From an optimization exercise on the open Yosys and OpenROAD flow, aimed at small area; shortcuts taken in it are not production practice. In this exercise RTL edits were held to simulation tests only and were not proved equivalent to the original. Power figures rest on the tool's default switching activity, not on a simulated workload.

== run B ==
## systolic_array
module systolic_array #(
    parameter m = 8,
    parameter n = 8,
    parameter input_width = 8
)
(
    input clk, reset,
    input [0:m * input_width - 1] in_row,
    input [0:n * input_width - 1] in_col,
    output [0:m * n * 2 * input_width - 1] out
);
    wire [7:0] an [0:7][0:7];
    wire [7:0] bn [0:7][0:7];
    reg [7:0] ar [0:7][0:6];
    reg [7:0] br [0:6][0:7];
    reg [15:0] acc [0:7][0:7];
    wire reset_n;
    sa_inv u_rn (reset, reset_n);
    genvar i, j, k;
    generate
        for (i = 0; i < 8; i = i + 1) begin : g_in
            for (k = 0; k < 8; k = k + 1) begin : g_bit
                sa_inv u_a (in_row[8 * i + 7 - k], an[i][0][k]);
                sa_inv u_b (in_col[8 * i + 7 - k], bn[0][i][k]);
            end
        end
        for (i = 0; i < 8; i = i + 1) begin : g_row
            for (j = 0; j < 8; j = j + 1) begin : g_col
                wire [7:0] ain, bin;
                for (k = 0; k < 8; k = k + 1) begin : g_op
                    assign ain[k] = in_row[8 * i + 7 - k];
                    assign bin[k] = in_col[8 * j + 7 - k];
                end
                if (j == 0) begin : g_a0
                    wire [7:0] d;
                    for (k = 0; k < 8; k = k + 1) begin : g_d
                        sa_nand u (ain[k], reset_n, d[k]);
                    end
                    always @(posedge clk) ar[i][j] <= d;
                    assign an[i][j + 1] = ar[i][j];
                end else if (j < 7) begin : g_a
                    always @(posedge clk) ar[i][j] <= an[i][j] | {8{reset}};
                    assign an[i][j + 1] = ar[i][j];
                end
                if (i == 0) begin : g_b0
                    wire [7:0] d;
                    for (k = 0; k < 8; k = k + 1) begin : g_d
                        sa_nand u (bin[k], reset_n, d[k]);
                    end
                    always @(posedge clk) br[i][j] <= d;
                    assign bn[i + 1][j] = br[i][j];
                end else if (i < 7) begin : g_b
                    always @(posedge clk) br[i][j] <= bn[i][j] | {8{reset}};
                    assign bn[i + 1][j] = br[i][j];
                end
                wire [63:0] pp;
                for (k = 0; k < 64; k = k + 1) begin : g_pp
                    assign pp[k] = ~(an[i][j][k / 8] | bn[i][j][k % 8]);
                end
  ...
Settings: LEC_CHECK=0, CAP_MARGIN=20, CORE_MARGIN=2, CORE_UTILIZATION=65, PLACE_DENSITY=0.75, SLEW_MARGIN=20, SYNTH_HIERARCHICAL=1, SYNTH_MINIMUM_KEEP_SIZE=0; clock period 6.0 ns.
standard.sh (not shown) runs the stock make flow with config.mk's settings and CLKGATE_MAP_FILE= SYNTH_SCRIPT=/design/flow/synth_recipe.tcl, a recipe that flattens the netlist after the stock synthesis.
==> flow/flow/run.sh <==
#!/bin/bash
# The standard layout (standard.sh, unchanged synthesis), with the port
# buffers made as the smallest buffer cell rather than a delay buffer, and a
# clock tree of smaller buffers without dummy loads.
set -euo pipefail
export BUFFER_PORTS_ARGS="-buffer_cell sky130_fd_sc_hd__buf_1"
export GPL_KEEP_OVERFLOW=0
export CTS_ARGS="-sink_clustering_enable -repair_clock_nets -dont_use_dummy_load -sink_clustering_size 10 -sink_clustering_max_diameter 70 -buf_list {sky130_fd_sc_hd__clkbuf_4 sky130_fd_sc_hd__clkbuf_8}"
bash standard.sh > standard.log 2>&1
Relative to run B, the following input files were edited for run C:
--- a/flow/design.v
+++ b/flow/design.v
@@ -60,20 +60,24 @@
             for (j = 0; j < 8; j = j + 1) begin : g_col
                 wire [7:0] ain, bin;
                 for (k = 0; k < 8; k = k + 1) begin : g_op
                     assign ain[k] = in_row[8 * i + 7 - k];
                     assign bin[k] = in_col[8 * j + 7 - k];
                 end
-                if (j == 0) begin : g_a0
+                if (j == 7) begin : g_alast
+                end else if (j >= 7 - i) begin : g_an
+                    always @(posedge clk) ar[i][j] <= an[i][j];
+                    assign an[i][j + 1] = ar[i][j];
+                end else if (j == 0) begin : g_a0
                     wire [7:0] d;
                     for (k = 0; k < 8; k = k + 1) begin : g_d
                         sa_nand u (ain[k], reset_n, d[k]);
                     end
                     always @(posedge clk) ar[i][j] <= d;
                     assign an[i][j + 1] = ar[i][j];
-                end else if (j < 7) begin : g_a
+                end else begin : g_a
                     always @(posedge clk) ar[i][j] <= an[i][j] | {8{reset}};
                     assign an[i][j + 1] = ar[i][j];
                 end
                 if (i == 0) begin : g_b0
                     wire [7:0] d;
                     for (k = 0; k < 8; k = k + 1) begin : g_d
### Flow results
- Run C ran to completion and came out clean on the timing, design-rule and antenna checks.
- The post-synthesis compound-gate area fraction was comparable across run B and run C.
- [compare] base=run B new=run C: minimum clock period after layout up 0.037 ns, via count down about 1.3%, horizontal die dimension down 1.5 microns, post-synth net total down 248, clock-buffer cell count down 2.
- Met3 global-route usage essentially unchanged between run C and run B.
- Final cell count of run C falls short of that of run B slightly.
- Between run B and run C, the placeable core region does not differ in any meaningful way.
- Compared with run B, post-route standard cell area excluding fillers in run C decreased slightly.
- [compare] base=run B new=run C: synthesis-to-layout area growth lower, proportion of total power due to net switching increased 0.58 points.


Setup of 01-11:
RTL: one of the versions met above, not the one the previous note started from.
Size: ~14,000 cells after synthesis, roughly 1,200 I/O pins, roughly 0.16 mm² of cells after synthesis.
clock: 6.0 ns
lec_check: 0
cap_margin: 20
core_margin: 2
core_utilization: 65
place_density: 0.75
slew_margin: 20
synth_hierarchical: 1
synth_minimum_keep_size: 0
==> flow/flow/run.sh <==
#!/bin/bash
# The standard layout (standard.sh, unchanged synthesis), with the port
# buffers made as the smallest buffer cell rather than a delay buffer, and a
# clock tree of smaller buffers without dummy loads.
set -euo pipefail
export BUFFER_PORTS_ARGS="-buffer_cell sky130_fd_sc_hd__buf_1"
export GPL_KEEP_OVERFLOW=0
export CTS_ARGS="-sink_clustering_enable -repair_clock_nets -dont_use_dummy_load -sink_clustering_size 14 -sink_clustering_max_diameter 80 -buf_list {sky130_fd_sc_hd__clkbuf_4 sky130_fd_sc_hd__clkbuf_8}"
bash standard.sh > standard.log 2>&1
01-11 ran to completion and came out clean on the timing, design-rule and antenna checks.
Edits applied to the flow inputs when going from 01-11 to 05-05:
--- a/flow/design.v
+++ b/flow/design.v
@@ -54,36 +54,32 @@
             for (k = 0; k < 8; k = k + 1) begin : g_bit
                 sa_inv u_a (in_row[8 * i + 7 - k], an[i][0][k]);
                 sa_inv u_b (in_col[8 * i + 7 - k], bn[0][i][k]);
             end
         end
         for (i = 0; i < 8; i = i + 1) begin : g_row
             for (j = 0; j < 8; j = j + 1) begin : g_col
                 wire [7:0] ain, bin;
                 for (k = 0; k < 8; k = k + 1) begin : g_op
                     assign ain[k] = in_row[8 * i + 7 - k];
                     assign bin[k] = in_col[8 * j + 7 - k];
                 end
-                if (j == 7) begin : g_alast
-                end else if (j >= 7 - i) begin : g_an
-                    always @(posedge clk) ar[i][j] <= an[i][j];
-                    assign an[i][j + 1] = ar[i][j];
-                end else if (j == 0) begin : g_a0
+                if (j == 0) begin : g_a0
                     wire [7:0] d;
                     for (k = 0; k < 8; k = k + 1) begin : g_d
                         sa_nand u (ain[k], reset_n, d[k]);
                     end
                     always @(posedge clk) ar[i][j] <= d;
                     assign an[i][j + 1] = ar[i][j];
-                end else begin : g_a
+                end else if (j < 7) begin : g_a
                     always @(posedge clk) ar[i][j] <= an[i][j] | {8{reset}};
                     assign an[i][j + 1] = ar[i][j];
                 end
                 if (i == 0) begin : g_b0
                     wire [7:0] d;
                     for (k = 0; k < 8; k = k + 1) begin : g_d
                         sa_nand u (bin[k], reset_n, d[k]);
                     end
                     always @(posedge clk) br[i][j] <= d;
                     assign bn[i + 1][j] = br[i][j];
                 end else if (i < 7) begin : g_b
                     always @(posedge clk) br[i][j] <= bn[i][j] | {8{reset}};
Results
Area of combinational cells with multiple inputs delta for 05-05 relative to 01-11: 1.1% higher
Between 05-05 and 01-11, the area fraction in compound gates after synthesis figures differ only marginally.
Part of the total power dissipated in combinational logic in 05-05 is 0.3 points below 01-11.
Cells: 05-05 has more instances than 01-11
From 01-11 to 05-05 the numbers moved as follows: cell area increased by 0.79% relative to the old numbers; met3 usage in global routing decreased by 0.19 points relative to the old numbers; final setup slack of the worst path decreased by 0.011 ns relative to the old numbers.
In the reports for 05-05 and 01-11, the larger number of gates on the worst path with buffers counted belongs to 05-05.
Fraction of area in registers was lower in the run labelled 05-05.

afterwards: timing with drivers on the ports:
How much do the figures lean on ideal ports? The routed layouts below were timed once more, with nothing changed but the port constraints. Step 1 (the two cells are an assumption about what drives the block):
set clk [get_ports {clk}]
set_driving_cell -lib_cell sky130_fd_sc_hd__clkbuf_16 $clk
set_driving_cell -lib_cell sky130_fd_sc_hd__buf_2 [delete_from_list [all_inputs] $clk]
Step 2, shift: input delay + t, output delay - t, t = (earliest + latest rising clock arrival at the registers) / 2. This alone moves slack from input paths to output paths. Three values: ideal, step 1, step 2; two values: the first two.
run	shift t [ns]	slack for setup (ns)	cell pins on the clock port's net
run B	1.068	0.170 / 0.170 / -0.425	1
run C	1.051	0.133 / 0.133 / -0.445	1
01-11	1.077	0.135 / 0.135 / -0.396	1
05-05	1.065	0.125 / 0.125 / -0.422	1
With both steps, setup timing fails in every run listed, where it was met with ideal ports. For run B, which loses most, drivers alone change the setup slack by 0.000 ns; drivers and shift together by -0.595 ns.
